Source: an optimization exercise on an open RTL-to-GDS flow (aim: a short achievable clock period and few clock cycles). Production flows keep margins and buffers that such runs may drop.
Function was checked by simulation only, so behaviour that the tests miss may differ from the original.
Power figures rest on the tool's default switching activity, not on a simulated workload.

==> design/flow/design.v <==
`timescale 1ns / 1ps
module TinyMIPS(clk, rst, data_fromRAM, wrEn, addr_toRAM, data_toRAM);
	input clk, rst;
	output reg wrEn;
	input [15:0] data_fromRAM;
	output reg [15:0] data_toRAM;
	output reg [7:0] addr_toRAM;
	reg [15:0] RF [7:0];
	reg [7:0] ar;            
	reg       afetch;        
	reg       wr;            
	reg [15:0] dr;           
	reg [7:0] pcf;           
	reg [7:0] fr;            
	reg       cfetch;        
	reg       csel;          
	reg       pf;            
	reg [15:0] cdat;
	reg [15:0] cd [0:15];
	reg [3:0] ctg [0:15];
	reg [15:0] cvl;
	reg       fv, f_btb;
	reg [7:0] fpc;
	reg [1:0] qn;
	reg [15:0] q0i, q1i;
	reg [7:0] q0p, q1p;
	reg       q0t, q1t, q0b, q1b;
	reg       ev, e_ann;
	reg       e_alu, e_mul, e_ld, e_st, e_sh, e_beq, e_blt, e_bgt, e_pred, e_btb, e_off1, e_off2;
	reg [2:0] ed;
	reg [15:0] eA, eB, eC;
	reg [1:0] cA, cB, cC;    
	reg [1:0] tA, tB, tC;    
	reg       sAr, sAm, sAl, sBr, sBm, sBl, sCr, sCm, sCl;   
	reg       sAe, sBe, sCe;                                 
	reg [7:0] e_pc;
	reg [5:0] e_imm;
	reg       skip_pend;
	reg       misp_r;            
	reg [7:0] redir_r, redir1_r;
	reg       rv, mv, lv;
	reg [2:0] rd_, md, ldd;
	reg [15:0] res_r, mres_r, ld_r;
	reg       memv, wbv;
	reg [2:0] memd, wbd;
	reg       m2v, m3v;
	reg [2:0] m2d, m3d;
	reg [7:0] smc_pc, smc_pc1;
	reg [3:0] bv;
	reg [7:0] bpc0, bpc1, bpc2, bpc3, btg0, btg1, btg2, btg3, btp0, btp1, btp2, btp3;
	reg [1:0] bptr;
	reg       bi_r, bd_r;
	reg [7:0] bi_pc, bi_tg, bi_tp;
	always @* begin
		addr_toRAM = ar;
		wrEn = wr;
		data_toRAM = dr;
	end
	wire [15:0] opA = ({16{sAr}} & res_r) | ({16{sAm}} & mres_r) | ({16{sAl}} & ld_r) | ({16{sAe}} & eA);
	wire [15:0] opB = ({16{sBr}} & res_r) | ({16{sBm}} & mres_r) | ({16{sBl}} & ld_r) | ({16{sBe}} & eB);
	wire [15:0] opC = ({16{sCr}} & res_r) | ({16{sCm}} & mres_r) | ({16{sCl}} & ld_r) | ({16{sCe}} & eC);
	wire e_wait = cA[1] | cB[1] | cC[1] | (e_mul & (sBr | sBm | sBl | sCr | sCm | sCl));
	wire evx = ev & ~e_ann;                    
	wire ex_go = evx & ~e_wait & ~smc & ~misp_r;
	wire ex_hold = evx & e_st & wr & (&ar);    
	wire [15:0] sum;
	TinyMIPS_add16 u_add (.a(opB), .b(opC), .s(sum));
	wire sh_zero = (|opC[15:6]) | opC[4];
	wire [15:0] sh = sh_zero ? 16'd0 : (opC[5] ? (opB << opC[3:0]) : (opB >> opC[3:0]));
	wire [15:0] alu = e_sh ? sh : sum;
	wire ex_alu = ex_go & e_alu;
	wire ex_st = ex_go & e_st & ~ex_hold;
	wire ex_ld = ex_go & e_ld;
	wire ex_mem = ex_st | ex_ld;
	wire [7:0] sa = sum[7:0];
	wire tk = (e_beq & (opA == opB)) | (e_blt & (opA < opB)) | (e_bgt & (opA > opB));
	wire e_br = e_beq | e_blt | e_bgt;
	wire [7:0] e_pc1 = e_pc + 8'd1;
	wire [7:0] e_pc2 = e_pc + 8'd2;
	wire [7:0] e_tgt = e_pc + {{2{e_imm[5]}}, e_imm};
	wire [7:0] e_tgt1 = e_pc + {{2{e_imm[5]}}, e_imm} + 8'd1;
	wire taken = tk & ~e_off1 & ~(e_off2 & ~e_pred);
	wire skip_now = ex_go & e_br & tk & e_off2 & ~e_pred;
	wire misp = (ex_go & (e_br ? (taken != e_pred) : e_pred)) | (ev & e_ann & e_pred & ~smc & ~misp_r);
	reg [15:0] mr0, mr1, mr2, mr3, mr4, mr5, mz0r, mz1r;
	wire mw1 = eB[0] & eC[0];
	wire mw2 = eB[1] & eC[0];
	wire mw3 = eB[0] & eC[1];
	wire mw4 = eB[2] & eC[0];
	wire mw5 = eB[1] & eC[1];
	wire mw6 = eB[0] & eC[2];
	wire mw7 = eB[3] & eC[0];
	wire mw8 = eB[2] & eC[1];
	wire mw9 = eB[1] & eC[2];
	wire mw10 = eB[0] & eC[3];
	wire mw11 = eB[4] & eC[0];
	wire mw12 = eB[3] & eC[1];
	wire mw13 = eB[2] & eC[2];
	wire mw14 = eB[1] & eC[3];
	wire mw15 = eB[0] & eC[4];
	wire mw16 = eB[5] & eC[0];
	wire mw17 = eB[4] & eC[1];
	wire mw18 = eB[3] & eC[2];
	wire mw19 = eB[2] & eC[3];
	wire mw20 = eB[1] & eC[4];
	wire mw21 = eB[0] & eC[5];
	wire mw22 = eB[6] & eC[0];
	wire mw23 = eB[5] & eC[1];
	wire mw24 = eB[4] & eC[2];
	wire mw25 = eB[3] & eC[3];
	wire mw26 = eB[2] & eC[4];
	wire mw27 = eB[1] & eC[5];
	wire mw28 = eB[0] & eC[6];
	wire mw29 = eB[7] & eC[0];
	wire mw30 = eB[6] & eC[1];
	wire mw31 = eB[5] & eC[2];
	wire mw32 = eB[4] & eC[3];
	wire mw33 = eB[3] & eC[4];
	wire mw34 = eB[2] & eC[5];
	wire mw35 = eB[1] & eC[6];
	wire mw36 = eB[0] & eC[7];
	wire mw37 = eB[8] & eC[0];
	wire mw38 = eB[7] & eC[1];
	wire mw39 = eB[6] & eC[2];
	wire mw40 = eB[5] & eC[3];
	wire mw41 = eB[4] & eC[4];
	wire mw42 = eB[3] & eC[5];
	wire mw43 = eB[2] & eC[6];
	wire mw44 = eB[1] & eC[7];
	wire mw45 = eB[0] & eC[8];
	wire mw46 = eB[9] & eC[0];
	wire mw47 = eB[8] & eC[1];
	wire mw48 = eB[7] & eC[2];
	wire mw49 = eB[6] & eC[3];
	wire mw50 = eB[5] & eC[4];
	wire mw51 = eB[4] & eC[5];
	wire mw52 = eB[3] & eC[6];
	wire mw53 = eB[2] & eC[7];
	wire mw54 = eB[1] & eC[8];
	wire mw55 = eB[0] & eC[9];
	wire mw56 = eB[10] & eC[0];
	wire mw57 = eB[9] & eC[1];
	wire mw58 = eB[8] & eC[2];
	wire mw59 = eB[7] & eC[3];
	wire mw60 = eB[6] & eC[4];
	wire mw61 = eB[5] & eC[5];
	wire mw62 = eB[4] & eC[6];
	wire mw63 = eB[3] & eC[7];
	wire mw64 = eB[2] & eC[8];
	wire mw65 = eB[1] & eC[9];
	wire mw66 = eB[0] & eC[10];
	wire mw67 = eB[11] & eC[0];
	wire mw68 = eB[10] & eC[1];
	wire mw69 = eB[9] & eC[2];
	wire mw70 = eB[8] & eC[3];
	wire mw71 = eB[7] & eC[4];
	wire mw72 = eB[6] & eC[5];
	wire mw73 = eB[5] & eC[6];
	wire mw74 = eB[4] & eC[7];
	wire mw75 = eB[3] & eC[8];
	wire mw76 = eB[2] & eC[9];
	wire mw77 = eB[1] & eC[10];
	wire mw78 = eB[0] & eC[11];
	wire mw79 = eB[12] & eC[0];
	wire mw80 = eB[11] & eC[1];
	wire mw81 = eB[10] & eC[2];
	wire mw82 = eB[9] & eC[3];
	wire mw83 = eB[8] & eC[4];
	wire mw84 = eB[7] & eC[5];
	wire mw85 = eB[6] & eC[6];
	wire mw86 = eB[5] & eC[7];
	wire mw87 = eB[4] & eC[8];
	wire mw88 = eB[3] & eC[9];
	wire mw89 = eB[2] & eC[10];
	wire mw90 = eB[1] & eC[11];
	wire mw91 = eB[0] & eC[12];
	wire mw92 = eB[13] & eC[0];
	wire mw93 = eB[12] & eC[1];
	wire mw94 = eB[11] & eC[2];
	wire mw95 = eB[10] & eC[3];
	wire mw96 = eB[9] & eC[4];
	wire mw97 = eB[8] & eC[5];
	wire mw98 = eB[7] & eC[6];
	wire mw99 = eB[6] & eC[7];
	wire mw100 = eB[5] & eC[8];
	wire mw101 = eB[4] & eC[9];
	wire mw102 = eB[3] & eC[10];
	wire mw103 = eB[2] & eC[11];
	wire mw104 = eB[1] & eC[12];
	wire mw105 = eB[0] & eC[13];
	wire mw106 = eB[14] & eC[0];
	wire mw107 = eB[13] & eC[1];
	wire mw108 = eB[12] & eC[2];
	wire mw109 = eB[11] & eC[3];
	wire mw110 = eB[10] & eC[4];
	wire mw111 = eB[9] & eC[5];
	wire mw112 = eB[8] & eC[6];
	wire mw113 = eB[7] & eC[7];
	wire mw114 = eB[6] & eC[8];
	wire mw115 = eB[5] & eC[9];
	wire mw116 = eB[4] & eC[10];
	wire mw117 = eB[3] & eC[11];
	wire mw118 = eB[2] & eC[12];
	wire mw119 = eB[1] & eC[13];
	wire mw120 = eB[0] & eC[14];
	wire mw121 = eB[15] & eC[0];
	wire mw122 = eB[14] & eC[1];
	wire mw123 = eB[13] & eC[2];
	wire mw124 = eB[12] & eC[3];
	wire mw125 = eB[11] & eC[4];
	wire mw126 = eB[10] & eC[5];
	wire mw127 = eB[9] & eC[6];
	wire mw128 = eB[8] & eC[7];
	wire mw129 = eB[7] & eC[8];
	wire mw130 = eB[6] & eC[9];
	wire mw131 = eB[5] & eC[10];
	wire mw132 = eB[4] & eC[11];
	wire mw133 = eB[3] & eC[12];
	wire mw134 = eB[2] & eC[13];
	wire mw135 = eB[1] & eC[14];
	wire mw136 = eB[0] & eC[15];
	wire mw137 = mw92 ^ mw93;
	wire mw138 = mw92 & mw93;
	wire mw139 = mw106 ^ mw107 ^ mw108;
	wire mw140 = (mw106 & mw107) | (mw106 & mw108) | (mw107 & mw108);
	wire mw141 = mw109 ^ mw110;
	wire mw142 = mw109 & mw110;
	wire mw143 = mw121 ^ mw122 ^ mw123;
	wire mw144 = (mw121 & mw122) | (mw121 & mw123) | (mw122 & mw123);
	wire mw145 = mw124 ^ mw125 ^ mw126;
	wire mw146 = (mw124 & mw125) | (mw124 & mw126) | (mw125 & mw126);
	wire mw147 = mw127 ^ mw128;
	wire mw148 = mw127 & mw128;
	wire mw149 = mw46 ^ mw47;
	wire mw150 = mw46 & mw47;
	wire mw151 = mw56 ^ mw57 ^ mw58;
	wire mw152 = (mw56 & mw57) | (mw56 & mw58) | (mw57 & mw58);
	wire mw153 = mw59 ^ mw60;
	wire mw154 = mw59 & mw60;
	wire mw155 = mw67 ^ mw68 ^ mw69;
	wire mw156 = (mw67 & mw68) | (mw67 & mw69) | (mw68 & mw69);
	wire mw157 = mw70 ^ mw71 ^ mw72;
	wire mw158 = (mw70 & mw71) | (mw70 & mw72) | (mw71 & mw72);
	wire mw159 = mw73 ^ mw74;
	wire mw160 = mw73 & mw74;
	wire mw161 = mw79 ^ mw80 ^ mw81;
	wire mw162 = (mw79 & mw80) | (mw79 & mw81) | (mw80 & mw81);
	wire mw163 = mw82 ^ mw83 ^ mw84;
	wire mw164 = (mw82 & mw83) | (mw82 & mw84) | (mw83 & mw84);
	wire mw165 = mw85 ^ mw86 ^ mw87;
	wire mw166 = (mw85 & mw86) | (mw85 & mw87) | (mw86 & mw87);
	wire mw167 = mw88 ^ mw89;
	wire mw168 = mw88 & mw89;
	wire mw169 = mw94 ^ mw95 ^ mw96;
	wire mw170 = (mw94 & mw95) | (mw94 & mw96) | (mw95 & mw96);
	wire mw171 = mw97 ^ mw98 ^ mw99;
	wire mw172 = (mw97 & mw98) | (mw97 & mw99) | (mw98 & mw99);
	wire mw173 = mw100 ^ mw101 ^ mw102;
	wire mw174 = (mw100 & mw101) | (mw100 & mw102) | (mw101 & mw102);
	wire mw175 = mw103 ^ mw104 ^ mw105;
	wire mw176 = (mw103 & mw104) | (mw103 & mw105) | (mw104 & mw105);
	wire mw177 = mw111 ^ mw112 ^ mw113;
	wire mw178 = (mw111 & mw112) | (mw111 & mw113) | (mw112 & mw113);
	wire mw179 = mw114 ^ mw115 ^ mw116;
	wire mw180 = (mw114 & mw115) | (mw114 & mw116) | (mw115 & mw116);
	wire mw181 = mw117 ^ mw118 ^ mw119;
	wire mw182 = (mw117 & mw118) | (mw117 & mw119) | (mw118 & mw119);
	wire mw183 = mw120 ^ mw139 ^ mw141;
	wire mw184 = (mw120 & mw139) | (mw120 & mw141) | (mw139 & mw141);
	wire mw185 = mw129 ^ mw130 ^ mw131;
	wire mw186 = (mw129 & mw130) | (mw129 & mw131) | (mw130 & mw131);
	wire mw187 = mw132 ^ mw133 ^ mw134;
	wire mw188 = (mw132 & mw133) | (mw132 & mw134) | (mw133 & mw134);
	wire mw189 = mw135 ^ mw136 ^ mw143;
	wire mw190 = (mw135 & mw136) | (mw135 & mw143) | (mw136 & mw143);
	wire mw191 = mw145 ^ mw147 ^ mw140;
	wire mw192 = (mw145 & mw147) | (mw145 & mw140) | (mw147 & mw140);
	wire mw193 = mw22 ^ mw23;
	wire mw194 = mw22 & mw23;
	wire mw195 = mw29 ^ mw30 ^ mw31;
	wire mw196 = (mw29 & mw30) | (mw29 & mw31) | (mw30 & mw31);
	wire mw197 = mw32 ^ mw33;
	wire mw198 = mw32 & mw33;
	wire mw199 = mw37 ^ mw38 ^ mw39;
	wire mw200 = (mw37 & mw38) | (mw37 & mw39) | (mw38 & mw39);
	wire mw201 = mw40 ^ mw41 ^ mw42;
	wire mw202 = (mw40 & mw41) | (mw40 & mw42) | (mw41 & mw42);
	wire mw203 = mw43 ^ mw44;
	wire mw204 = mw43 & mw44;
	wire mw205 = mw48 ^ mw49 ^ mw50;
	wire mw206 = (mw48 & mw49) | (mw48 & mw50) | (mw49 & mw50);
	wire mw207 = mw51 ^ mw52 ^ mw53;
	wire mw208 = (mw51 & mw52) | (mw51 & mw53) | (mw52 & mw53);
	wire mw209 = mw54 ^ mw55 ^ mw149;
	wire mw210 = (mw54 & mw55) | (mw54 & mw149) | (mw55 & mw149);
	wire mw211 = mw61 ^ mw62 ^ mw63;
	wire mw212 = (mw61 & mw62) | (mw61 & mw63) | (mw62 & mw63);
	wire mw213 = mw64 ^ mw65 ^ mw66;
	wire mw214 = (mw64 & mw65) | (mw64 & mw66) | (mw65 & mw66);
	wire mw215 = mw151 ^ mw153 ^ mw150;
	wire mw216 = (mw151 & mw153) | (mw151 & mw150) | (mw153 & mw150);
	wire mw217 = mw75 ^ mw76 ^ mw77;
	wire mw218 = (mw75 & mw76) | (mw75 & mw77) | (mw76 & mw77);
	wire mw219 = mw78 ^ mw155 ^ mw157;
	wire mw220 = (mw78 & mw155) | (mw78 & mw157) | (mw155 & mw157);
	wire mw221 = mw159 ^ mw152 ^ mw154;
	wire mw222 = (mw159 & mw152) | (mw159 & mw154) | (mw152 & mw154);
	wire mw223 = mw90 ^ mw91 ^ mw161;
	wire mw224 = (mw90 & mw91) | (mw90 & mw161) | (mw91 & mw161);
	wire mw225 = mw163 ^ mw165 ^ mw167;
	wire mw226 = (mw163 & mw165) | (mw163 & mw167) | (mw165 & mw167);
	wire mw227 = mw156 ^ mw158 ^ mw160;
	wire mw228 = (mw156 & mw158) | (mw156 & mw160) | (mw158 & mw160);
	wire mw229 = mw137 ^ mw169 ^ mw171;
	wire mw230 = (mw137 & mw169) | (mw137 & mw171) | (mw169 & mw171);
	wire mw231 = mw173 ^ mw175 ^ mw162;
	wire mw232 = (mw173 & mw175) | (mw173 & mw162) | (mw175 & mw162);
	wire mw233 = mw164 ^ mw166 ^ mw168;
	wire mw234 = (mw164 & mw166) | (mw164 & mw168) | (mw166 & mw168);
	wire mw235 = mw138 ^ mw177 ^ mw179;
	wire mw236 = (mw138 & mw177) | (mw138 & mw179) | (mw177 & mw179);
	wire mw237 = mw181 ^ mw183 ^ mw170;
	wire mw238 = (mw181 & mw183) | (mw181 & mw170) | (mw183 & mw170);
	wire mw239 = mw172 ^ mw174 ^ mw176;
	wire mw240 = (mw172 & mw174) | (mw172 & mw176) | (mw174 & mw176);
	wire mw241 = mw142 ^ mw185 ^ mw187;
	wire mw242 = (mw142 & mw185) | (mw142 & mw187) | (mw185 & mw187);
	wire mw243 = mw189 ^ mw191 ^ mw178;
	wire mw244 = (mw189 & mw191) | (mw189 & mw178) | (mw191 & mw178);
	wire mw245 = mw180 ^ mw182 ^ mw184;
	wire mw246 = (mw180 & mw182) | (mw180 & mw184) | (mw182 & mw184);
	wire [15:0] mq0 = {mw241, mw235, mw229, mw223, mw217, mw211, mw205, mw45, mw34, mw24, mw16, mw11, mw7, mw4, mw2, mw1};
	wire [15:0] mq1 = {mw243, mw237, mw231, mw225, mw219, mw213, mw207, mw199, mw35, mw25, mw17, mw12, mw8, mw5, mw3, 1'b0};
	wire [15:0] mq2 = {mw245, mw239, mw233, mw227, mw221, mw215, mw209, mw201, mw36, mw26, mw18, mw13, mw9, mw6, 1'b0, 1'b0};
	wire [15:0] mq3 = {mw236, mw230, mw224, mw218, mw212, mw206, mw200, mw203, mw195, mw27, mw19, mw14, mw10, 1'b0, 1'b0, 1'b0};
	wire [15:0] mq4 = {mw238, mw232, mw226, mw220, mw214, mw208, mw202, mw196, mw197, mw28, mw20, mw15, 1'b0, 1'b0, 1'b0, 1'b0};
	wire [15:0] mq5 = {mw240, mw234, mw228, mw222, mw216, mw210, mw204, mw198, mw194, mw193, mw21, 1'b0, 1'b0, 1'b0, 1'b0, 1'b0};
	wire mw247 = mr0[4] ^ mr1[4];
	wire mw248 = mr0[4] & mr1[4];
	wire mw249 = mr0[5] ^ mr1[5] ^ mr2[5];
	wire mw250 = (mr0[5] & mr1[5]) | (mr0[5] & mr2[5]) | (mr1[5] & mr2[5]);
	wire mw251 = mr3[5] ^ mr4[5];
	wire mw252 = mr3[5] & mr4[5];
	wire mw253 = mr0[6] ^ mr1[6] ^ mr2[6];
	wire mw254 = (mr0[6] & mr1[6]) | (mr0[6] & mr2[6]) | (mr1[6] & mr2[6]);
	wire mw255 = mr3[6] ^ mr4[6] ^ mr5[6];
	wire mw256 = (mr3[6] & mr4[6]) | (mr3[6] & mr5[6]) | (mr4[6] & mr5[6]);
	wire mw257 = mr0[7] ^ mr1[7] ^ mr2[7];
	wire mw258 = (mr0[7] & mr1[7]) | (mr0[7] & mr2[7]) | (mr1[7] & mr2[7]);
	wire mw259 = mr3[7] ^ mr4[7] ^ mr5[7];
	wire mw260 = (mr3[7] & mr4[7]) | (mr3[7] & mr5[7]) | (mr4[7] & mr5[7]);
	wire mw261 = mr0[8] ^ mr1[8] ^ mr2[8];
	wire mw262 = (mr0[8] & mr1[8]) | (mr0[8] & mr2[8]) | (mr1[8] & mr2[8]);
	wire mw263 = mr3[8] ^ mr4[8] ^ mr5[8];
	wire mw264 = (mr3[8] & mr4[8]) | (mr3[8] & mr5[8]) | (mr4[8] & mr5[8]);
	wire mw265 = mr0[9] ^ mr1[9] ^ mr2[9];
	wire mw266 = (mr0[9] & mr1[9]) | (mr0[9] & mr2[9]) | (mr1[9] & mr2[9]);
	wire mw267 = mr3[9] ^ mr4[9] ^ mr5[9];
	wire mw268 = (mr3[9] & mr4[9]) | (mr3[9] & mr5[9]) | (mr4[9] & mr5[9]);
	wire mw269 = mr0[10] ^ mr1[10] ^ mr2[10];
	wire mw270 = (mr0[10] & mr1[10]) | (mr0[10] & mr2[10]) | (mr1[10] & mr2[10]);
	wire mw271 = mr3[10] ^ mr4[10] ^ mr5[10];
	wire mw272 = (mr3[10] & mr4[10]) | (mr3[10] & mr5[10]) | (mr4[10] & mr5[10]);
	wire mw273 = mr0[11] ^ mr1[11] ^ mr2[11];
	wire mw274 = (mr0[11] & mr1[11]) | (mr0[11] & mr2[11]) | (mr1[11] & mr2[11]);
	wire mw275 = mr3[11] ^ mr4[11] ^ mr5[11];
	wire mw276 = (mr3[11] & mr4[11]) | (mr3[11] & mr5[11]) | (mr4[11] & mr5[11]);
	wire mw277 = mr0[12] ^ mr1[12] ^ mr2[12];
	wire mw278 = (mr0[12] & mr1[12]) | (mr0[12] & mr2[12]) | (mr1[12] & mr2[12]);
	wire mw279 = mr3[12] ^ mr4[12] ^ mr5[12];
	wire mw280 = (mr3[12] & mr4[12]) | (mr3[12] & mr5[12]) | (mr4[12] & mr5[12]);
	wire mw281 = mr0[13] ^ mr1[13] ^ mr2[13];
	wire mw282 = (mr0[13] & mr1[13]) | (mr0[13] & mr2[13]) | (mr1[13] & mr2[13]);
	wire mw283 = mr3[13] ^ mr4[13] ^ mr5[13];
	wire mw284 = (mr3[13] & mr4[13]) | (mr3[13] & mr5[13]) | (mr4[13] & mr5[13]);
	wire mw285 = mr0[14] ^ mr1[14] ^ mr2[14];
	wire mw286 = (mr0[14] & mr1[14]) | (mr0[14] & mr2[14]) | (mr1[14] & mr2[14]);
	wire mw287 = mr3[14] ^ mr4[14] ^ mr5[14];
	wire mw288 = (mr3[14] & mr4[14]) | (mr3[14] & mr5[14]) | (mr4[14] & mr5[14]);
	wire mw289 = mr0[15] ^ mr1[15] ^ mr2[15];
	wire mw290 = (mr0[15] & mr1[15]) | (mr0[15] & mr2[15]) | (mr1[15] & mr2[15]);
	wire mw291 = mr3[15] ^ mr4[15] ^ mr5[15];
	wire mw292 = (mr3[15] & mr4[15]) | (mr3[15] & mr5[15]) | (mr4[15] & mr5[15]);
	wire mw293 = mr0[3] ^ mr1[3];
	wire mw294 = mr0[3] & mr1[3];
	wire mw295 = mr2[4] ^ mr3[4] ^ mr4[4];
	wire mw296 = (mr2[4] & mr3[4]) | (mr2[4] & mr4[4]) | (mr3[4] & mr4[4]);
	wire mw297 = mr5[5] ^ mw249 ^ mw251;
	wire mw298 = (mr5[5] & mw249) | (mr5[5] & mw251) | (mw249 & mw251);
	wire mw299 = mw253 ^ mw255 ^ mw250;
	wire mw300 = (mw253 & mw255) | (mw253 & mw250) | (mw255 & mw250);
	wire mw301 = mw257 ^ mw259 ^ mw254;
	wire mw302 = (mw257 & mw259) | (mw257 & mw254) | (mw259 & mw254);
	wire mw303 = mw261 ^ mw263 ^ mw258;
	wire mw304 = (mw261 & mw263) | (mw261 & mw258) | (mw263 & mw258);
	wire mw305 = mw265 ^ mw267 ^ mw262;
	wire mw306 = (mw265 & mw267) | (mw265 & mw262) | (mw267 & mw262);
	wire mw307 = mw269 ^ mw271 ^ mw266;
	wire mw308 = (mw269 & mw271) | (mw269 & mw266) | (mw271 & mw266);
	wire mw309 = mw273 ^ mw275 ^ mw270;
	wire mw310 = (mw273 & mw275) | (mw273 & mw270) | (mw275 & mw270);
	wire mw311 = mw277 ^ mw279 ^ mw274;
	wire mw312 = (mw277 & mw279) | (mw277 & mw274) | (mw279 & mw274);
	wire mw313 = mw281 ^ mw283 ^ mw278;
	wire mw314 = (mw281 & mw283) | (mw281 & mw278) | (mw283 & mw278);
	wire mw315 = mw285 ^ mw287 ^ mw282;
	wire mw316 = (mw285 & mw287) | (mw285 & mw282) | (mw287 & mw282);
	wire mw317 = mw289 ^ mw291 ^ mw286;
	wire mw318 = (mw289 & mw291) | (mw289 & mw286) | (mw291 & mw286);
	wire mw319 = mr0[2] ^ mr1[2];
	wire mw320 = mr0[2] & mr1[2];
	wire mw321 = mr2[3] ^ mr3[3] ^ mw293;
	wire mw322 = (mr2[3] & mr3[3]) | (mr2[3] & mw293) | (mr3[3] & mw293);
	wire mw323 = mw247 ^ mw295 ^ mw294;
	wire mw324 = (mw247 & mw295) | (mw247 & mw294) | (mw295 & mw294);
	wire mw325 = mw248 ^ mw297 ^ mw296;
	wire mw326 = (mw248 & mw297) | (mw248 & mw296) | (mw297 & mw296);
	wire mw327 = mw252 ^ mw299 ^ mw298;
	wire mw328 = (mw252 & mw299) | (mw252 & mw298) | (mw299 & mw298);
	wire mw329 = mw256 ^ mw301 ^ mw300;
	wire mw330 = (mw256 & mw301) | (mw256 & mw300) | (mw301 & mw300);
	wire mw331 = mw260 ^ mw303 ^ mw302;
	wire mw332 = (mw260 & mw303) | (mw260 & mw302) | (mw303 & mw302);
	wire mw333 = mw264 ^ mw305 ^ mw304;
	wire mw334 = (mw264 & mw305) | (mw264 & mw304) | (mw305 & mw304);
	wire mw335 = mw268 ^ mw307 ^ mw306;
	wire mw336 = (mw268 & mw307) | (mw268 & mw306) | (mw307 & mw306);
	wire mw337 = mw272 ^ mw309 ^ mw308;
	wire mw338 = (mw272 & mw309) | (mw272 & mw308) | (mw309 & mw308);
	wire mw339 = mw276 ^ mw311 ^ mw310;
	wire mw340 = (mw276 & mw311) | (mw276 & mw310) | (mw311 & mw310);
	wire mw341 = mw280 ^ mw313 ^ mw312;
	wire mw342 = (mw280 & mw313) | (mw280 & mw312) | (mw313 & mw312);
	wire mw343 = mw284 ^ mw315 ^ mw314;
	wire mw344 = (mw284 & mw315) | (mw284 & mw314) | (mw315 & mw314);
	wire mw345 = mw288 ^ mw317 ^ mw316;
	wire mw346 = (mw288 & mw317) | (mw288 & mw316) | (mw317 & mw316);
	wire [15:0] mz0 = {mw345, mw343, mw341, mw339, mw337, mw335, mw333, mw331, mw329, mw327, mw325, mw323, mw321, mr2[2], mr0[1], mr0[0]};
	wire [15:0] mz1 = {mw344, mw342, mw340, mw338, mw336, mw334, mw332, mw330, mw328, mw326, mw324, mw322, mw320, mw319, mr1[1], 1'b0};
	wire [15:0] mres;
	TinyMIPS_add16 u_madd (.a(mz0r), .b(mz1r), .s(mres));
	wire [15:0] fdat = csel ? cdat : data_fromRAM;
	wire [3:0] fop = fdat[15:12];
	wire f_stat = fv & (fop == 4'd8 || fop == 4'd9 || fop == 4'd10) & fdat[5] & ~f_btb;
	wire f_pred = f_stat | (fv & f_btb);
	wire [7:0] f_tgt = fpc + {{2{fdat[5]}}, fdat[5:0]};
	wire [7:0] f_tgt1 = fpc + {{2{fdat[5]}}, fdat[5:0]} + 8'd1;
	wire anyf = afetch | cfetch;
	wire cmiss = cfetch & (~(cvl[fr[3:0]] & (ctg[fr[3:0]] == fr[7:4])) | (wr & (fr == ar)));
	wire [3:0] bh = {bv[3] & (bpc3 == fr), bv[2] & (bpc2 == fr), bv[1] & (bpc1 == fr), bv[0] & (bpc0 == fr)};
	wire bhit = anyf & (|bh);
	wire [7:0] bt = ({8{bh[0]}} & btg0) | ({8{bh[1]}} & btg1) | ({8{bh[2]}} & btg2) | ({8{bh[3]}} & btg3);
	wire [7:0] bt1 = ({8{bh[0]}} & btp0) | ({8{bh[1]}} & btp1) | ({8{bh[2]}} & btp2) | ({8{bh[3]}} & btp3);
	wire d_valid = (qn != 2'd0) | fv;
	wire [15:0] di = (qn != 2'd0) ? q0i : fdat;
	wire [7:0] dp = (qn != 2'd0) ? q0p : fpc;
	wire d_pred = (qn != 2'd0) ? q0t : f_pred;
	wire d_btb = (qn != 2'd0) ? q0b : f_btb;
	wire [3:0] op = di[15:12];
	wire [2:0] sA = di[11:9], sB = di[8:6], sC = di[5:3];
	wire is_add = op == 4'd0, is_addi = op == 4'd1, is_mul = op == 4'd2, is_srl = op == 4'd3;
	wire is_ld = op == 4'd4, is_st = op == 4'd5, is_cp = op == 4'd6, is_cpi = op == 4'd7;
	wire is_beq = op == 4'd8, is_blt = op == 4'd9, is_bgt = op == 4'd10;
	wire useA = is_st | is_beq | is_blt | is_bgt;
	wire useB = ~is_cpi & (op <= 4'd10);
	wire useC = is_add | is_mul | is_srl;
	wire [15:0] rA = (rv && rd_ == sA) ? res_r : (mv && md == sA) ? mres_r : (lv && ldd == sA) ? ld_r : RF[sA];
	wire [15:0] rB = (rv && rd_ == sB) ? res_r : (mv && md == sB) ? mres_r : (lv && ldd == sB) ? ld_r : RF[sB];
	wire [15:0] rC = (rv && rd_ == sC) ? res_r : (mv && md == sC) ? mres_r : (lv && ldd == sC) ? ld_r : RF[sC];
	wire exw = evx & (e_alu | e_mul | e_ld);
	wire memw = memv & ~(ex_alu & (ed == memd));
	wire [3:0] fwA = (exw && ed == sA) ? (e_alu ? 4'b0100 : e_mul ? 4'b1101 : 4'b1110) :
	                 (m2v && m2d == sA) ? 4'b1001 : (memw && memd == sA) ? 4'b1010 :
	                 (m3v && m3d == sA) ? 4'b0101 : (wbv && wbd == sA) ? 4'b0110 : 4'b0000;
	wire [3:0] fwB = (exw && ed == sB) ? (e_alu ? 4'b0100 : e_mul ? 4'b1101 : 4'b1110) :
	                 (m2v && m2d == sB) ? 4'b1001 : (memw && memd == sB) ? 4'b1010 :
	                 (m3v && m3d == sB) ? 4'b0101 : (wbv && wbd == sB) ? 4'b0110 : 4'b0000;
	wire [3:0] fwC = (exw && ed == sC) ? (e_alu ? 4'b0100 : e_mul ? 4'b1101 : 4'b1110) :
	                 (m2v && m2d == sC) ? 4'b1001 : (memw && memd == sC) ? 4'b1010 :
	                 (m3v && m3d == sC) ? 4'b0101 : (wbv && wbd == sC) ? 4'b0110 : 4'b0000;
	wire smc = wr & ((ev & (e_pc == ar)) | ((qn != 2'd0) & (q0p == ar)) | ((qn == 2'd2) & (q1p == ar)) |
	                 (fv & (fpc == ar)));
	wire flush = misp_r | smc;
	wire ex_free = ~(evx & (e_wait | ex_hold));
	wire cons = d_valid & ex_free;
	wire pred_redir = f_stat & ~flush;
	wire fv_nf = anyf & ~f_stat & ~cmiss;
	wire [1:0] qn_nf = qn + {1'b0, fv} - {1'b0, cons};
	wire room = (qn_nf == 2'd0) | ((qn_nf == 2'd1) & ~fv_nf);
	wire fetch = ~ex_mem & room;
	wire fill = pf & ~csel;
	wire cfet = ex_mem & room & ~f_stat;
	wire [7:0] redir = smc ? smc_pc : redir_r;
	wire [7:0] redir1 = smc ? smc_pc1 : redir1_r;
	wire [7:0] fa_n = f_stat ? f_tgt : cmiss ? fr : (bhit ? bt : pcf);
	wire [7:0] fa1_n = f_stat ? f_tgt1 : cmiss ? fr + 8'd1 : (bhit ? bt1 : pcf + 8'd1);
	wire b_ins = ex_go & e_br & taken & ~e_btb;
	wire b_del = ex_go & e_br & ~taken & e_btb;
	always @(posedge clk) begin
		if (lv) RF[ldd] <= ld_r;
		if (mv) RF[md] <= mres_r;
		if (rv) RF[rd_] <= res_r;
		res_r <= alu;
		rd_ <= ed;
		mres_r <= mres;
		md <= m3d;
		ld_r <= data_fromRAM;
		ldd <= wbd;
		fpc <= fr;
		memd <= ed;
		wbd <= memd;
		m2d <= ed;
		mr0 <= mq0;
		mr1 <= mq1;
		mr2 <= mq2;
		mr3 <= mq3;
		mr4 <= mq4;
		mr5 <= mq5;
		mz0r <= mz0;
		mz1r <= mz1;
		m3d <= m2d;
		dr <= opA;
		ar <= ex_mem ? sa : (flush ? redir : fa_n);
		fr <= flush ? redir : fa_n;
		cdat <= cd[fr[3:0]];
		if (fill) begin
			cd[fpc[3:0]] <= data_fromRAM;
			ctg[fpc[3:0]] <= fpc[7:4];
		end
		redir_r <= (taken & ~e_ann) ? e_tgt : e_pc1;
		redir1_r <= (taken & ~e_ann) ? e_tgt1 : e_pc2;
		if (ex_st) begin
			smc_pc <= e_pc1;
			smc_pc1 <= e_pc2;
		end
		f_btb <= bhit;
		bi_pc <= e_pc;
		bi_tg <= e_tgt;
		bi_tp <= e_tgt1;
		if (qn == 2'd0 || (qn == 2'd1 && cons)) begin
			q0i <= fdat; q0p <= fpc; q0t <= f_pred; q0b <= f_btb;
		end
		else if (qn == 2'd2 && cons) begin
			q0i <= q1i; q0p <= q1p; q0t <= q1t; q0b <= q1b;
		end
		if (!(qn == 2'd2 && !cons)) begin
			q1i <= fdat; q1p <= fpc; q1t <= f_pred; q1b <= f_btb;
		end
		if (bi_r) begin
			case (bptr)
			2'd0: begin bpc0 <= bi_pc; btg0 <= bi_tg; btp0 <= bi_tp; end
			2'd1: begin bpc1 <= bi_pc; btg1 <= bi_tg; btp1 <= bi_tp; end
			2'd2: begin bpc2 <= bi_pc; btg2 <= bi_tg; btp2 <= bi_tp; end
			default: begin bpc3 <= bi_pc; btg3 <= bi_tg; btp3 <= bi_tp; end
			endcase
		end
		if (ex_free) begin
			e_alu <= is_add | is_addi | is_srl | is_cp | is_cpi;
			e_mul <= is_mul;
			e_ld <= is_ld;
			e_st <= is_st;
			e_sh <= is_srl;
			e_beq <= is_beq;
			e_blt <= is_blt;
			e_bgt <= is_bgt;
			e_pred <= d_pred;
			e_btb <= d_btb;
			e_ann <= skip_now | skip_pend;
			e_off1 <= di[5:0] == 6'd1;
			e_off2 <= di[5:0] == 6'd2;
			ed <= sA;
			cA <= useA ? fwA[3:2] : 2'd0;
			cB <= useB ? fwB[3:2] : 2'd0;
			cC <= useC ? fwC[3:2] : 2'd0;
			tA <= fwA[1:0];
			tB <= fwB[1:0];
			tC <= fwC[1:0];
			e_pc <= dp;
			e_imm <= di[5:0];
		end
		else begin
			if (cA != 2'd0) cA <= cA - 2'd1;
			if (cB != 2'd0) cB <= cB - 2'd1;
			if (cC != 2'd0) cC <= cC - 2'd1;
		end
		eA <= ({16{ex_free}} & rA) | ({16{~ex_free}} & opA);
		eB <= ({16{ex_free}} & (is_cpi ? {7'd0, di[8:0]} : rB)) | ({16{~ex_free}} & opB);
		eC <= ({16{ex_free}} & (useC ? rC : is_addi ? {{10{di[5]}}, di[5:0]} : (is_ld | is_st) ? {10'd0, di[5:0]} : 16'd0)) | ({16{~ex_free}} & opC);
		sAr <= ex_free ? (useA & (fwA == 4'b0100)) : ((cA == 2'd2) & (tA == 2'd0));
		sAm <= ex_free ? (useA & (fwA == 4'b0101)) : ((cA == 2'd2) & (tA == 2'd1));
		sAl <= ex_free ? (useA & (fwA == 4'b0110)) : ((cA == 2'd2) & (tA == 2'd2));
		sBr <= ex_free ? (useB & (fwB == 4'b0100)) : ((cB == 2'd2) & (tB == 2'd0));
		sBm <= ex_free ? (useB & (fwB == 4'b0101)) : ((cB == 2'd2) & (tB == 2'd1));
		sBl <= ex_free ? (useB & (fwB == 4'b0110)) : ((cB == 2'd2) & (tB == 2'd2));
		sCr <= ex_free ? (useC & (fwC == 4'b0100)) : ((cC == 2'd2) & (tC == 2'd0));
		sCm <= ex_free ? (useC & (fwC == 4'b0101)) : ((cC == 2'd2) & (tC == 2'd1));
		sCl <= ex_free ? (useC & (fwC == 4'b0110)) : ((cC == 2'd2) & (tC == 2'd2));
		sAe <= ex_free ? ~(useA & (fwA[3:2] == 2'd1)) : (cA != 2'd2);
		sBe <= ex_free ? ~(useB & (fwB[3:2] == 2'd1)) : (cB != 2'd2);
		sCe <= ex_free ? ~(useC & (fwC[3:2] == 2'd1)) : (cC != 2'd2);
		if (rst) begin
			ar <= 8'd0;
			afetch <= 1'b1;
			cfetch <= 1'b0;
			csel <= 1'b0;
			pf <= 1'b0;
			fr <= 8'd0;
			cvl <= 16'd0;
			wr <= 1'b0;
			pcf <= 8'd1;
			fv <= 1'b0;
			qn <= 2'd0;
			ev <= 1'b0;
			rv <= 1'b0;
			mv <= 1'b0;
			lv <= 1'b0;
			memv <= 1'b0;
			wbv <= 1'b0;
			m2v <= 1'b0;
			m3v <= 1'b0;
			bv <= 4'd0;
			bptr <= 2'd0;
			bi_r <= 1'b0;
			bd_r <= 1'b0;
			skip_pend <= 1'b0;
			misp_r <= 1'b0;
		end
		else begin
			wr <= ex_st;
			afetch <= flush | fetch;
			cfetch <= ~flush & cfet;
			csel <= cfetch;
			pf <= afetch;
			fv <= ~flush & fv_nf;
			if (fill) cvl[fpc[3:0]] <= 1'b1;
			if (wr) cvl[ar[3:0]] <= 1'b0;
			qn <= flush ? 2'd0 : qn_nf;
			pcf <= flush ? redir1 : ((fetch | cfet) ? fa1_n : fa_n);
			if (ex_free | flush)
				ev <= cons & ~flush;
			misp_r <= misp & ~flush;
			rv <= ex_alu;
			mv <= m3v;
			m3v <= m2v & ~(ex_alu && ed == m2d);
			lv <= wbv;
			memv <= ex_ld;
			wbv <= memw;
			m2v <= ex_go & e_mul;
			skip_pend <= (skip_now | skip_pend) & ~cons & ~flush;
			bi_r <= b_ins;
			bd_r <= b_del;
			if (bi_r) begin
				bv[bptr] <= 1'b1;
				bptr <= bptr + 2'd1;
			end
			if (bd_r) begin
				if (bpc0 == bi_pc) bv[0] <= 1'b0;
				if (bpc1 == bi_pc) bv[1] <= 1'b0;
				if (bpc2 == bi_pc) bv[2] <= 1'b0;
				if (bpc3 == bi_pc) bv[3] <= 1'b0;
			end
			if (wr) begin
				if (bpc0 == ar) bv[0] <= 1'b0;
				if (bpc1 == ar) bv[1] <= 1'b0;
				if (bpc2 == ar) bv[2] <= 1'b0;
				if (bpc3 == ar) bv[3] <= 1'b0;
			end
		end
	end
endmodule
module TinyMIPS_add16(a, b, s);
	input [15:0] a, b;
	output [15:0] s;
	wire [15:0] g0 = a & b, p0 = a ^ b;
	wire [15:0] g1, p1, g2, p2, g3, p3, g4;
	genvar i;
	generate for (i = 0; i < 16; i = i + 1) begin : pf
		if (i >= 1) begin : a1
			assign g1[i] = g0[i] | (p0[i] & g0[i-1]);
			assign p1[i] = p0[i] & p0[i-1];
		end else begin : b1
			assign g1[i] = g0[i];
			assign p1[i] = p0[i];
		end
		if (i >= 2) begin : a2
			assign g2[i] = g1[i] | (p1[i] & g1[i-2]);
			assign p2[i] = p1[i] & p1[i-2];
		end else begin : b2
			assign g2[i] = g1[i];
			assign p2[i] = p1[i];
		end
		if (i >= 4) begin : a3
			assign g3[i] = g2[i] | (p2[i] & g2[i-4]);
			assign p3[i] = p2[i] & p2[i-4];
		end else begin : b3
			assign g3[i] = g2[i];
			assign p3[i] = p2[i];
		end
		if (i >= 8) begin : a4
			assign g4[i] = g3[i] | (p3[i] & g3[i-8]);
		end else begin : b4
			assign g4[i] = g3[i];
		end
	end endgenerate
	assign s = p0 ^ {g4[14:0], 1'b0};
endmodule
==> design/flow/run.sh <==
#!/bin/bash
# synth_recipe.tcl (not shown) runs the flow's synth.tcl, then flattens the netlist and writes it again
# the make line also repeats each setting of config.mk as NAME=value (left out here)
make -C /OpenROAD-flow-scripts/flow DESIGN_CONFIG=/design/flow/config.mk WORK_HOME=/design/flow/orfs CLKGATE_MAP_FILE= SYNTH_SCRIPT=/design/flow/synth_recipe.tcl finish
==> design/flow/config.mk <==
export PLATFORM = sky130hd
export DESIGN_NAME = TinyMIPS
export DESIGN_NICKNAME = TinyMIPS
export VERILOG_FILES = /design/flow/design.v
export SDC_FILE = /design/flow/constraint.sdc
export NUM_CORES = 4
export LEC_CHECK = 0
export CAP_MARGIN = 20
export CORE_MARGIN = 2
export CORE_UTILIZATION = 40
export SETUP_SLACK_MARGIN = 4.5
export SLEW_MARGIN = 20
==> design/flow/constraint.sdc <==
create_clock -name core_clock -period 7.0 [get_ports {clk}]
set_input_delay 1.4000 -clock core_clock [delete_from_list [all_inputs] [get_ports {clk}]]
set_output_delay 1.4000 -clock core_clock [all_outputs]
set_load 0.01 [all_outputs]
==> run summary, run 1 <==
critical path class=register to register; Hold Fails Final Rpt=0; Peak Freq=approximately 300 MHz; critical-path cell list=a22o_1, a221oi_4, ha_2, inv_1, a21o_1, maj3_2, a21oi_4, o2111ai_4, a21bo_1, a21boi_2, nor2b_4, clkbuf_16, mux2_4; Starting Density=0.402; Avg Synthesized Cell Area=between 10 and 15 um2; std cell rows=between 100 and 150; max cap viols=0; Worst path max stage delay=0.37 ns; CTS clk-pin slew, worst paths=about 0.060 ns; Routed WL per cell=27.2 um; syn nets=between 4k and 5k; GP Congestion=~0.94; All-Layer GR Usage=0.255; DR vias/cell=~6; GR peak layer=met2; first-pass GRT wire length=251 mm; setup TNS=0 ns; most common cell after layout, fill and taps aside=edfxtp_1; clk_skew=between 0.03 and 0.04 ns; Syn Inst Count=4,268; GR Util met2=0.400; Reg2Reg Depth=13; DPL Wire Length=102 mm; Buf/Inv on CP=2; max-slew violation count=0; ys async rst share=0; drt pass-1 iters=6; met3 GRT Util=0.0466; initial DRC count=~5.0k; CTS buffer count=between 100 and 150; initial antenna violation count=7; area occupied by registers=27,400 um2; Total Nets Final=4,982; CTS H-Tree Depth=3; final instance area=around 67,000 um2; Hold EP=mz0r[1]$_DFF_P_; die height=approximately 360 um; ys flop type=edfxtp_1; vias in the first global route=37.7k; leak pwr=around 25 nW; fin crit period=3.38 ns; worst reg2reg path endpoint=redir1_r[1]$_DFF_P_; Max clock buf depth=3; Remaining Overflow, GRT=0; Syn-to-layout area delta=31.5%; critical path peak fanout=7; # IOs=between 40 and 50; number of port buffers=42; core area=127,000 um2; Clock Tree Root=clkbuf_16; Critical-path top delay cell=dfxtp_4; Max-slew headroom=0.121; Hold Path Class=register to register; CP required=around 7.6 ns; CTS tree=built; most frequent cells in the layout=654 x edfxtp_1, 393 x buf_4, 308 x nand2_1; DP Worst Slack=1.55 ns; number of register bits inferred by synthesis=roughly 1.0k; Pwr Density=between 400 and 500 nW/um2; largest net degree at the start of global routing=44; GRT met1 Usage=0.343; Synth cell types=just under 100; share of cells above drive strength 1=0.353; pin slew with the least headroom to its limit=~1.3 ns; Worst-Skew Late Latency=approximately 0.74 ns; max FFs per register=around 260; total number of vias=just under 40k; Die X=approximately 360 um; die area=~130,000 um2; remaining antenna violation count=0; hold path cells=0; critical path endpoint category=register; delay-heaviest family, CP=compound AO/OA/AOI/OAI gates; Post-route DRC=0; # hold bufs at CTS=0; fill count=about 10k; critical path arrival=4.00 ns; reg2reg start=sAr$_DFF_P_; area post-placement=between 50,000 and 60,000 um2; number of synthesized flops with an enable pin=roughly 650; period utilization=0.482; sequential element share of the synthesized area=0.530; Post-Route WL=177 mm; CP startpoint kind=register; status=timing/DRC/antenna clean; maximum vdd drop=roughly 0.25 mV; Mapped Area=slightly above 50,000 um2; R2R Setup Slk=~3.6 ns; setup slack after layout=roughly 3.6 ns; final setup violation count=0; start point of the worst hold path=mr0[1]$_DFF_P_; Pwr Total=~31 mW; Multi-input gate area=approximately 26,000 um2; RSZ-0062 raised after global routing=yes; Worst Setup SP=sAr$_DFF_P_; synthesis warning total=1; CTS Sinks=roughly 1k
==> area by class of cell <==
type,count,area share
Antenna cell,1,0.0000371
Clock buffer,147,0.0447
Clock inverter,52,0.00906
Inverter,200,0.0125
Multi-Input combinational cell,2776,0.384
Sequential cell,1030,0.407
Tap cell,1662,0.0309
Timing Repair Buffer,665,0.112
Timing Repair inverter,1,0.000111
==> how the worst max path moves through the flow <==
stage / end / slack [ns] / cells past startpoint
after floorplan: pcf[7]$_SDFF_PP0_ / 3.49 / 13
after global placement: eB[7]$_DFF_P_ / 1.72 / 9
after detailed placement: eB[8]$_DFF_P_ / 1.55 / 9
after CTS: pcf[1]$_SDFF_PP0_ / 3.73 / 10
after global routing: redir_r[4]$_DFF_P_ / 3.59 / 13
final: redir1_r[1]$_DFF_P_ / 3.62 / 13
==> per-layer routing <==
layer	wire length, um	vias to the layer above	part of all wire
li1	-	16800	-
met1	68900	19500	0.39
met2	80200	2358	0.45
met3	17600	626	0.099
met4	10700	2	0.060
met5	14	-	0.000079
==> per-stage QoR <==
step                utilization  hold slack [ns]  instances
floorplan                     -            0.310       4268
global placement          0.427            0.310       5805
detailed placement        0.428            0.312       5807
CTS                       0.507            0.325       6372
global route              0.529            0.329       6533
finish                    0.529            0.325       6534
==> cell usage after synthesis, types with 96 or more instances <==
master      n  area share
a21oi_1   293       0.029
a22oi_1   132       0.019
and2_1    107       0.013
clkbuf_1  199       0.015
dfxtp_1   376        0.15
edfxtp_1  654        0.38
ha_1      102       0.025
inv_1     194       0.014
mux2i_1    99       0.019
mux4_2    188       0.083
nand2_1   362       0.027
nor2_1    293       0.021
xnor2_1   196       0.033
xor2_1     96       0.016
==> report_power, final <==
part | leakage, nW | switching [mW] | internal [mW]
Sequential | 9.27 | 1.48 | 7.85
Combinational | 14.0 | 8.26 | 7.46
Clock | 1.76 | 2.50 | 3.39
==> cells by family (layout without fill, tap and decap cells) <==
| group | count (synthesis) | count (layout) | synth area share |
|---|---|---|---|
| AOI/OAI and AO/OA | 880 | 887 | 0.112 |
| xor gates and xnor gates | 292 | 292 | 0.0499 |
| adders and majority gates | 188 | 188 | 0.0577 |
| buffers and inverters | 475 | 1065 | 0.0377 |
| DFF | 1030 | 1030 | 0.530 |
| muxes | 347 | 347 | 0.116 |
| other | 0 | 1 | 0 |
| and+or+nand+nor | 1056 | 1062 | 0.0963 |
==> repair_timing <==
item                       4_1_cts  5_1_grt
setup endpoints to repair      568      402
resized for setup              867      271
setup buffers                  318      147
pin swaps                      169      197
gates cloned                    48       13
Testbench counts, summed over its fixed seeds: cycles 42,685.
==> run 2, diff against run 1 <==
--- a/design/flow/config.mk
+++ b/design/flow/config.mk
@@ -7,6 +7,6 @@
 export LEC_CHECK = 0
 export CAP_MARGIN = 20
 export CORE_MARGIN = 2
-export CORE_UTILIZATION = 40
-export SETUP_SLACK_MARGIN = 4.5
+export CORE_UTILIZATION = 30
+export SETUP_SLACK_MARGIN = 4.3
 export SLEW_MARGIN = 20
==> run 2 against run 1 <==
Net effect:
- utilization is 14 points lower
- sequential power hardly changed
- wire length down 4.5%
- worst hold slack improved by 0.0034 ns
- register-to-register slack gained 0.03 ns
- critical path depth rose by 2
- sequential cell count did not move
- clock skew rose by 0.046 ns
- largest power group unchanged
==> run summary, run 2 <==
status=timing/DRC/antenna clean; top cells by count, synth=654 x edfxtp_1, 376 x dfxtp_1, 362 x nand2_1; All-Layer GR Usage=0.187; Multi-input gate area=around 26,000 um2; Total Nets Final=4,909; final setup violation count=0; ys flop type=edfxtp_1; max-slew violation count=0; Hold Fails Final Rpt=0; max FFs per register=roughly 260; CTS Sinks=~1.0k; delay-heaviest family, CP=compound AO/OA/AOI/OAI gates; critical-path cell list=buf_6, buf_6, mux2i_4, inv_2, ha_4, fa_2, a21o_1, a21oi_4, o21ai_2, a21oi_4, xnor2_4, xnor2_2, nor2_2, o32ai_4, a21o_1; period utilization=0.477; die height=between 400 and 500 um; CTS tree=built; Syn Inst Count=around 4.3k; most common cell after layout, fill and taps aside=edfxtp_1; fill count=15.5k; CTS H-Tree Depth=3; leak pwr=~24 nW; Max-slew headroom=0.216; sequential element share of the synthesized area=0.530; vias in the first global route=roughly 38k; Post-route DRC=0; reg2reg start=sBl$_DFF_P_; share of cells above drive strength 1=0.336; Starting Density=0.302; setup TNS=0 ns; DR vias/cell=between 5 and 6; core area=approximately 170,000 um2; critical path endpoint category=register; Worst path max stage delay=around 0.37 ns; Hold Path Class=register to register; setup slack after layout=between 3 and 4 ns; remaining antenna violation count=0; final non-filler cell total=roughly 7.0k; Worst Setup SP=data_fromRAM[0]; ys async rst share=0; Synth area leaders=edfxtp_1 38%, dfxtp_1 15%, mux4_2 8.3%; Worst-Skew Late Latency=0.77 ns; clk_skew=0.0813 ns; Peak Freq=299 MHz; initial DRC count=4,030; most frequent cells in the layout=654 x edfxtp_1, 328 x buf_4, 302 x nand2_1; synthesis warning total=1; DP Cell Count=6,365; number of register bits inferred by synthesis=between 1k and 1.5k; Critical-path top delay cell=fa_2; top-count cell post-synth=edfxtp_1; Clock Tree Root=clkbuf_16; critical path class=primary input to register; GP Congestion=0.895; Post-Route WL=170 mm; CP startpoint kind=primary input; Die X=417 um; Routed WL per cell=approximately 24 um; # IOs=43; RSZ-0062 raised after global routing=yes; Mapped Area=between 50,000 and 60,000 um2; Buf/Inv on CP=3; CTS clk-pin slew, worst paths=approximately 0.070 ns; first-pass GRT wire length=around 250 mm; max cap viols=0; maximum vdd drop=between 0.3 and 0.4 mV; CP required=a little under 8 ns; area share of the largest cell type after synthesis=0.383; critical path arrival=between 4 and 5 ns; initial antenna violation count=7; DP Worst Slack=between 1.5 and 2 ns; critical path peak fanout=3; Pwr Density=around 450 nW/um2; Max clock buf depth=3; Avg Synthesized Cell Area=between 10 and 15 um2; number of synthesized flops with an enable pin=654; Syn-to-layout area delta=30.0%; CTS buffer count=about 110; Synth cell types=about 100; number of port buffers=42; Remaining Overflow, GRT=0; std cell rows=151; largest net degree at the start of global routing=77; syn nets=roughly 4.5k; area occupied by registers=approximately 27,000 um2; DPL Wire Length=between 90 and 100 mm; total number of vias=approximately 38k; start point of the worst hold path=mr2[2]$_DFF_P_; drt pass-1 iters=8; fin crit period=3.34 ns; die area=between 150,000 and 200,000 um2; pin slew with the least headroom to its limit=roughly 1.1 ns; Pwr Total=roughly 30 mW; post-synth top area cell=edfxtp_1
==> run 2: changes by cell type in the layout (fill, tap and decap cells not counted), moves of 8 or more <==
cell / delta
a22oi_1: -10
a22oi_2: +10
buf_2: +14
buf_4: -65
clkbuf_1: +8
clkbuf_16: -13
clkbuf_8: -12
dfxtp_1: +14
dfxtp_2: -14
mux2i_1: +12
nand2_2: +10
o21ai_2: +8
o21ai_4: -8
==> run 2: metrics by stage <==
stage          hold slack, ns   util  instance area, um2
2_1_floorplan           0.310      -               52300
3_3_place_gp            0.311  0.325               55000
3_5_place_dp            0.312  0.325               55000
4_1_cts                 0.330  0.380               64400
5_1_grt                 0.346  0.393               66600
6_report                0.328  0.393               66600
==> run 2: what timing repair did <==
action,4_1_cts,5_1_grt
hold buffers,0,0
gates resized for setup,796,288
pin swaps,187,165
setup endpoints to repair,342,260
buffers inserted,316,95
cloned,38,4
==> run 2: final cells by class <==
type / count / share of cell area
Inverter: 200 / 0.0120
Clock buffer: 142 / 0.0425
Sequential cell: 1030 / 0.411
Timing Repair Buffer: 595 / 0.0985
Timing Repair inverter: 1 / 0.000113
Tap cell: 2218 / 0.0416
Multi-Input combinational cell: 2774 / 0.386
Antenna cell: 3 / 0.000113
Clock inverter: 52 / 0.00873
==> run 2: worst paths after layout <==
path                               to  slack, ns  depth (start not counted)
hold reg to reg       mz0r[2]$_DFF_P_       0.33                          0
setup / recovery    pcf[6]$_SDFF_PP0_       3.66                         15
hold / removal        mz0r[2]$_DFF_P_       0.33                          0
setup reg to reg  redir1_r[7]$_DFF_P_       3.66                         17
==> run 2: logic make-up (layout without fill, tap and decap cells) <==
group           count (synthesis)  count (layout)  synth area share
compound gates                880             887             0.112
xor+xnor                      292             292            0.0499
fa+ha+maj                     188             188            0.0577
buf+inv                       475             990            0.0377
flops                        1030            1030             0.530
mux                           347             347             0.116
other cells                     0               3                 0
simple gates                 1056            1060            0.0963
==> run 2: where the power goes <==
| group | internal (mW) | total (mW) | switching, mW |
|---|---|---|---|
| clock | 3.10 | 5.62 | 2.52 |
| sequential | 7.86 | 9.32 | 1.46 |
| combinational | 7.18 | 15.2 | 7.98 |
==> run 2: routing by layer <==
layer	wire [um]	track usage	vias to the layer above
met2	78900	0.302	1934
met1	65600	0.236	19100
met5	12	0	-
li1	-	-	16600
met4	11300	0.107	2
met3	13700	0.0343	557
==> run 2: worst register-to-register path: stages (launching register included) <==
cell      delay, ns
dfxtp_2        0.33
buf_12         0.14
buf_8          0.14
a22oi_2        0.17
nand2_2        0.08
inv_2          0.09
ha_4           0.20
a21o_1         0.18
a21o_1         0.18
a21oi_4        0.28
a21o_1         0.17
nand2_2        0.12
a21bo_1        0.24
a21boi_2       0.15
nor2b_4        0.21
buf_12         0.12
buf_16         0.13
mux2_4         0.30
==> run 3, diff against run 2 <==
--- a/design/flow/design.v
+++ b/design/flow/design.v
@@ -37,7 +37,7 @@
 	reg [5:0] e_imm;
 	reg       skip_pend;
 	reg       misp_r;            
-	reg [7:0] redir_r, redir1_r;
+	reg [7:0] redir_r, redir1_r, redir2_r;
 	reg       rv, mv, lv;
 	reg [2:0] rd_, md, ldd;
 	reg [15:0] res_r, mres_r, ld_r;
@@ -59,7 +59,7 @@
 	wire [15:0] opA = ({16{sAr}} & res_r) | ({16{sAm}} & mres_r) | ({16{sAl}} & ld_r) | ({16{sAe}} & eA);
 	wire [15:0] opB = ({16{sBr}} & res_r) | ({16{sBm}} & mres_r) | ({16{sBl}} & ld_r) | ({16{sBe}} & eB);
 	wire [15:0] opC = ({16{sCr}} & res_r) | ({16{sCm}} & mres_r) | ({16{sCl}} & ld_r) | ({16{sCe}} & eC);
-	wire e_wait = cA[1] | cB[1] | cC[1] | (e_mul & (sBr | sBm | sBl | sCr | sCm | sCl));
+	reg e_wait;
 	wire evx = ev & ~e_ann;                    
 	wire ex_go = evx & ~e_wait & ~smc & ~misp_r;
 	wire ex_hold = evx & e_st & wr & (&ar);    
@@ -79,6 +79,8 @@
 	wire [7:0] e_pc2 = e_pc + 8'd2;
 	wire [7:0] e_tgt = e_pc + {{2{e_imm[5]}}, e_imm};
 	wire [7:0] e_tgt1 = e_pc + {{2{e_imm[5]}}, e_imm} + 8'd1;
+	wire [7:0] e_tgt2 = e_pc + {{2{e_imm[5]}}, e_imm} + 8'd2;
+	wire [7:0] e_pc3 = e_pc + 8'd3;
 	wire taken = tk & ~e_off1 & ~(e_off2 & ~e_pred);
 	wire skip_now = ex_go & e_br & tk & e_off2 & ~e_pred;
 	wire misp = (ex_go & (e_br ? (taken != e_pred) : e_pred)) | (ev & e_ann & e_pred & ~smc & ~misp_r);
@@ -490,8 +492,9 @@
 	wire fetch = ~ex_mem & room;
 	wire fill = pf & ~csel;
 	wire cfet = ex_mem & room & ~f_stat;
-	wire [7:0] redir = smc ? smc_pc : redir_r;
-	wire [7:0] redir1 = smc ? smc_pc1 : redir1_r;
+	wire credir = misp_r & ~smc & cvl[redir_r[3:0]] & (ctg[redir_r[3:0]] == redir_r[7:4]);
+	wire [7:0] redir = smc ? smc_pc : credir ? redir1_r : redir_r;
+	wire [7:0] redir1 = smc ? smc_pc1 : credir ? redir2_r : redir1_r;
 	wire [7:0] fa_n = f_stat ? f_tgt : cmiss ? fr : (bhit ? bt : pcf);
 	wire [7:0] fa1_n = f_stat ? f_tgt1 : cmiss ? fr + 8'd1 : (bhit ? bt1 : pcf + 8'd1);
 	wire b_ins = ex_go & e_br & taken & ~e_btb;
@@ -506,7 +509,7 @@
 		md <= m3d;
 		ld_r <= data_fromRAM;
 		ldd <= wbd;
-		fpc <= fr;
+		fpc <= credir ? redir_r : fr;
 		memd <= ed;
 		wbd <= memd;
 		m2d <= ed;
@@ -522,18 +525,19 @@
 		dr <= opA;
 		ar <= ex_mem ? sa : (flush ? redir : fa_n);
 		fr <= flush ? redir : fa_n;
-		cdat <= cd[fr[3:0]];
+		cdat <= cd[credir ? redir_r[3:0] : fr[3:0]];
 		if (fill) begin
 			cd[fpc[3:0]] <= data_fromRAM;
 			ctg[fpc[3:0]] <= fpc[7:4];
 		end
 		redir_r <= (taken & ~e_ann) ? e_tgt : e_pc1;
 		redir1_r <= (taken & ~e_ann) ? e_tgt1 : e_pc2;
+		redir2_r <= (taken & ~e_ann) ? e_tgt2 : e_pc3;
 		if (ex_st) begin
 			smc_pc <= e_pc1;
 			smc_pc1 <= e_pc2;
 		end
-		f_btb <= bhit;
+		f_btb <= bhit & ~credir;
 		bi_pc <= e_pc;
 		bi_tg <= e_tgt;
 		bi_tp <= e_tgt1;
@@ -595,6 +599,9 @@
 		sCr <= ex_free ? (useC & (fwC == 4'b0100)) : ((cC == 2'd2) & (tC == 2'd0));
 		sCm <= ex_free ? (useC & (fwC == 4'b0101)) : ((cC == 2'd2) & (tC == 2'd1));
 		sCl <= ex_free ? (useC & (fwC == 4'b0110)) : ((cC == 2'd2) & (tC == 2'd2));
+		e_wait <= ex_free ? ((useA & fwA[3]) | (useB & fwB[3]) | (useC & fwC[3]) |
+		                     (is_mul & ((useB & (fwB[3:2] == 2'd1)) | (useC & (fwC[3:2] == 2'd1))))) :
+		                    ((cA == 2'd3) | (cB == 2'd3) | (cC == 2'd3) | (e_mul & ((cB == 2'd2) | (cC == 2'd2))));
 		sAe <= ex_free ? ~(useA & (fwA[3:2] == 2'd1)) : (cA != 2'd2);
 		sBe <= ex_free ? ~(useB & (fwB[3:2] == 2'd1)) : (cB != 2'd2);
 		sCe <= ex_free ? ~(useC & (fwC[3:2] == 2'd1)) : (cC != 2'd2);
@@ -629,9 +636,9 @@
 			wr <= ex_st;
 			afetch <= flush | fetch;
 			cfetch <= ~flush & cfet;
-			csel <= cfetch;
+			csel <= cfetch | credir;
 			pf <= afetch;
-			fv <= ~flush & fv_nf;
+			fv <= credir | (~flush & fv_nf);
 			if (fill) cvl[fpc[3:0]] <= 1'b1;
 			if (wr) cvl[ar[3:0]] <= 1'b0;
 			qn <= flush ? 2'd0 : qn_nf;
--- a/design/flow/config.mk
+++ b/design/flow/config.mk
@@ -7,6 +7,6 @@
 export LEC_CHECK = 0
 export CAP_MARGIN = 20
 export CORE_MARGIN = 2
-export CORE_UTILIZATION = 30
+export CORE_UTILIZATION = 40
 export SETUP_SLACK_MARGIN = 4.3
 export SLEW_MARGIN = 20
==> run 3 against run 2 <==
Net effect:
- register-to-register slack worse by 0.33 ns
- critical path depth up 1
- first-iteration DRC count up 6.8%
- wire length up 1.7%
- final cell count down 3.0%
- clock power up 5.7%
- still clean on timing, DRC and antenna
- highest routed layer unchanged
==> run summary, run 3 <==
CTS H-Tree Depth=3; CTS tree=built; CTS clk-pin slew, worst paths=approximately 0.070 ns; Total Nets Final=just over 5k; Clock Tree Root=clkbuf_16; Remaining Overflow, GRT=0; Peak Freq=272 MHz; die area=around 130,000 um2; share of cells above drive strength 1=0.322; Synth area leaders=edfxtp_1 37%, dfxtp_1 15%, mux4_2 5.6%; max-slew violation count=0; synthesis warning total=1; syn nets=between 4k and 5k; Die X=366 um; reg2reg start=redir2_r[0]$_DFF_P_; critical path peak fanout=6; # IOs=43; ys flop type=edfxtp_1; DR vias/cell=5.82; Critical-path top delay cell=mux4_2; start point of the worst hold path=mr1[1]$_DFF_P_; pin slew with the least headroom to its limit=around 1.3 ns; GP Congestion=about 0.92; Hold Path Class=register to register; Pwr Density=438 nW/um2; Hold Fails Final Rpt=0; Mapped Area=roughly 53,000 um2; Final Util=0.524; ys async rst share=0; setup TNS=0 ns; Worst Setup SP=redir2_r[0]$_DFF_P_; CP required=7.63 ns; die height=366 um; number of register bits inferred by synthesis=between 1k and 1.5k; most frequent cells in the layout=654 x edfxtp_1, 337 x buf_4, 324 x nor2_1; largest net degree at the start of global routing=63; Max clock buf depth=3; CP startpoint kind=register; number of port buffers=between 40 and 50; critical-path cell list=buf_12, mux4_2, mux4_2, nand2b_4, o311ai_4, a21oi_2, o211a_4, mux2i_4, buf_6, buf_16, buf_12, buf_12, buf_16, mux2_4, a21oi_2, o221ai_2; final setup violation count=0; area share of the largest cell type after synthesis=0.374; Max-slew headroom=0.121; vias in the first global route=38.6k; maximum vdd drop=between 0.2 and 0.3 mV; Buf/Inv on CP=6; critical path class=register to register; Avg Synthesized Cell Area=11.6 um2; first-pass GRT wire length=between 200 and 300 mm; sequential element share of the synthesized area=0.520; All-Layer GR Usage=0.248; core area=130,000 um2; top cells by count, synth=654 x edfxtp_1, 384 x dfxtp_1, 363 x nor2_1; Post-route DRC=0; critical path endpoint category=register; most used cell along the critical path=buf_12; Syn Inst Count=around 4.5k; Routed WL per cell=25.3 um; critical path arrival=approximately 4.3 ns; number of synthesized flops with an enable pin=about 650; ant diodes=0; drt pass-1 iters=6; period utilization=0.524; max cap viols=0; initial antenna violation count=3; std cell rows=roughly 130; CTS Sinks=between 1k and 1.5k; RSZ-0062 raised after global routing=yes; fill count=10.8k; CTS buffer count=between 100 and 150; Pwr Total=29.8 mW; Syn-to-layout area delta=29.6%; Worst path max stage delay=approximately 0.55 ns; Synth cell types=roughly 90; clk_skew=slightly below 0.1 ns; most common cell after layout, fill and taps aside=edfxtp_1; leak pwr=roughly 26 nW; remaining antenna violation count=0; Worst-Skew Late Latency=approximately 0.80 ns; DPL Wire Length=about 100 mm; delay-heaviest family, CP=multiplexers; Post-Route WL=173 mm; post-synth top area cell=edfxtp_1; fin crit period=roughly 3.7 ns; total number of vias=between 30k and 40k; Starting Density=0.404; initial DRC count=4,304; max FFs per register=256; hold_ws=approximately 0.32 ns; status=timing/DRC/antenna clean; top-count cell post-synth=edfxtp_1
[run 3: layout make-up]
type	instances	area, um2	share of cell area
timing repair buffer	623	7300	0.107
inverter	214	877	0.0129
clock buffer	150	3030	0.0446
tap	1742	2180	0.0320
timing repair inverter	1	5.00	0.0000735
sequential	1038	27500	0.404
clock inverter	50	638	0.00937
multi-input combinational	2989	26500	0.390
[run 3: per-layer routing]
metal	vias to the layer above	wire (um)	global-route usage
li1	17500	-	-
met2	1970	76400	0.380
met5	-	13	0
met4	2	8520	0.104
met1	19800	72700	0.346
met3	435	14800	0.0440
[run 3: what timing repair did]
action	CTS	global route
resized for setup	875	239
setup buffers	333	89
hold buffers	0	0
endpoints found under the setup margin	348	265
pin swaps	208	164
gates cloned	59	4
[run 3: worst register-to-register path, stage by stage, from the launching register on]
cell and delay, ns:
dfxtp_4 0.40, buf_12 0.14, mux4_2 0.55, mux4_2 0.49, nand2b_4 0.16, o311ai_4 0.10, a21oi_2 0.06, o211a_4 0.19
mux2i_4 0.20, buf_6 0.14, buf_16 0.14, buf_12 0.14, buf_12 0.13, buf_16 0.13, mux2_4 0.31, a21oi_2 0.15
o221ai_2 0.10
[run 3: per-stage QoR]
step	setup WS, ns	std cells	instance area [um2]
detailed placement	1.63	6122	55500
global placement	1.78	6120	55500
finish	3.33	6807	68100
global route	3.27	6807	68100
CTS	3.34	6714	66100
floorplan	3.33	4538	53800
[run 3: power breakdown]
part           switching, mW  leakage (nW)  internal (mW)
clock network           2.56          1.78           3.38
registers               1.58          9.36           7.78
logic                   7.56          14.8           6.99
[run 3: worst paths after layout]
check | endpoint | slack, ns | cells after the start
worst max-delay path | cdat[7]$_DFF_P_ | 3.33 | 16
worst max register to register | cdat[7]$_DFF_P_ | 3.33 | 16
worst min-delay path | mz1r[1]$_DFF_P_ | 0.32 | 0
worst min register to register | mz1r[1]$_DFF_P_ | 0.32 | 0
[run 3: kinds of logic after synthesis]
logic type,count (synthesis),share of synthesized area
AO/OA/AOI/OAI,956,0.119
flip-flops,1038,0.520
XOR/XNOR,300,0.0500
adder cells (fa/ha/maj),193,0.0576
AND/OR/NAND/NOR,1099,0.0951
multiplexers,433,0.116
buffers and inverters,519,0.0425
Testbench counts of run 3, summed over its fixed seeds: cycles 42,078.

-- what the ideal ports hide --
The flow's constraints put no driver on any port. The routed layouts listed below were extracted and timed again, unchanged, in two steps. Step 1 assumes that a clkbuf_16 drives the clock port and a buf_2 every other input. Step 2, shift: input delay + t, output delay - t, t = (earliest + latest rising clock arrival at the registers) / 2. This alone moves slack from input paths to output paths. Three values: ideal, step 1, step 2; two values: the first two.
run | t (ns) | setup slack, ns | worst slew at a driven data input, ns
run 1 | 0.796 | 3.623 / 3.623 / 2.908 | 0.08
run 2 | 0.803 | 3.658 / 3.661 / 2.901 | 0.10
run 3 | 0.825 | 3.329 / 3.329 / 2.742 | 0.11
After both steps setup and hold are still met in every run listed. The setup slack of run 2, which loses most, moves by +0.003 ns with the drivers and by -0.757 ns with both steps.
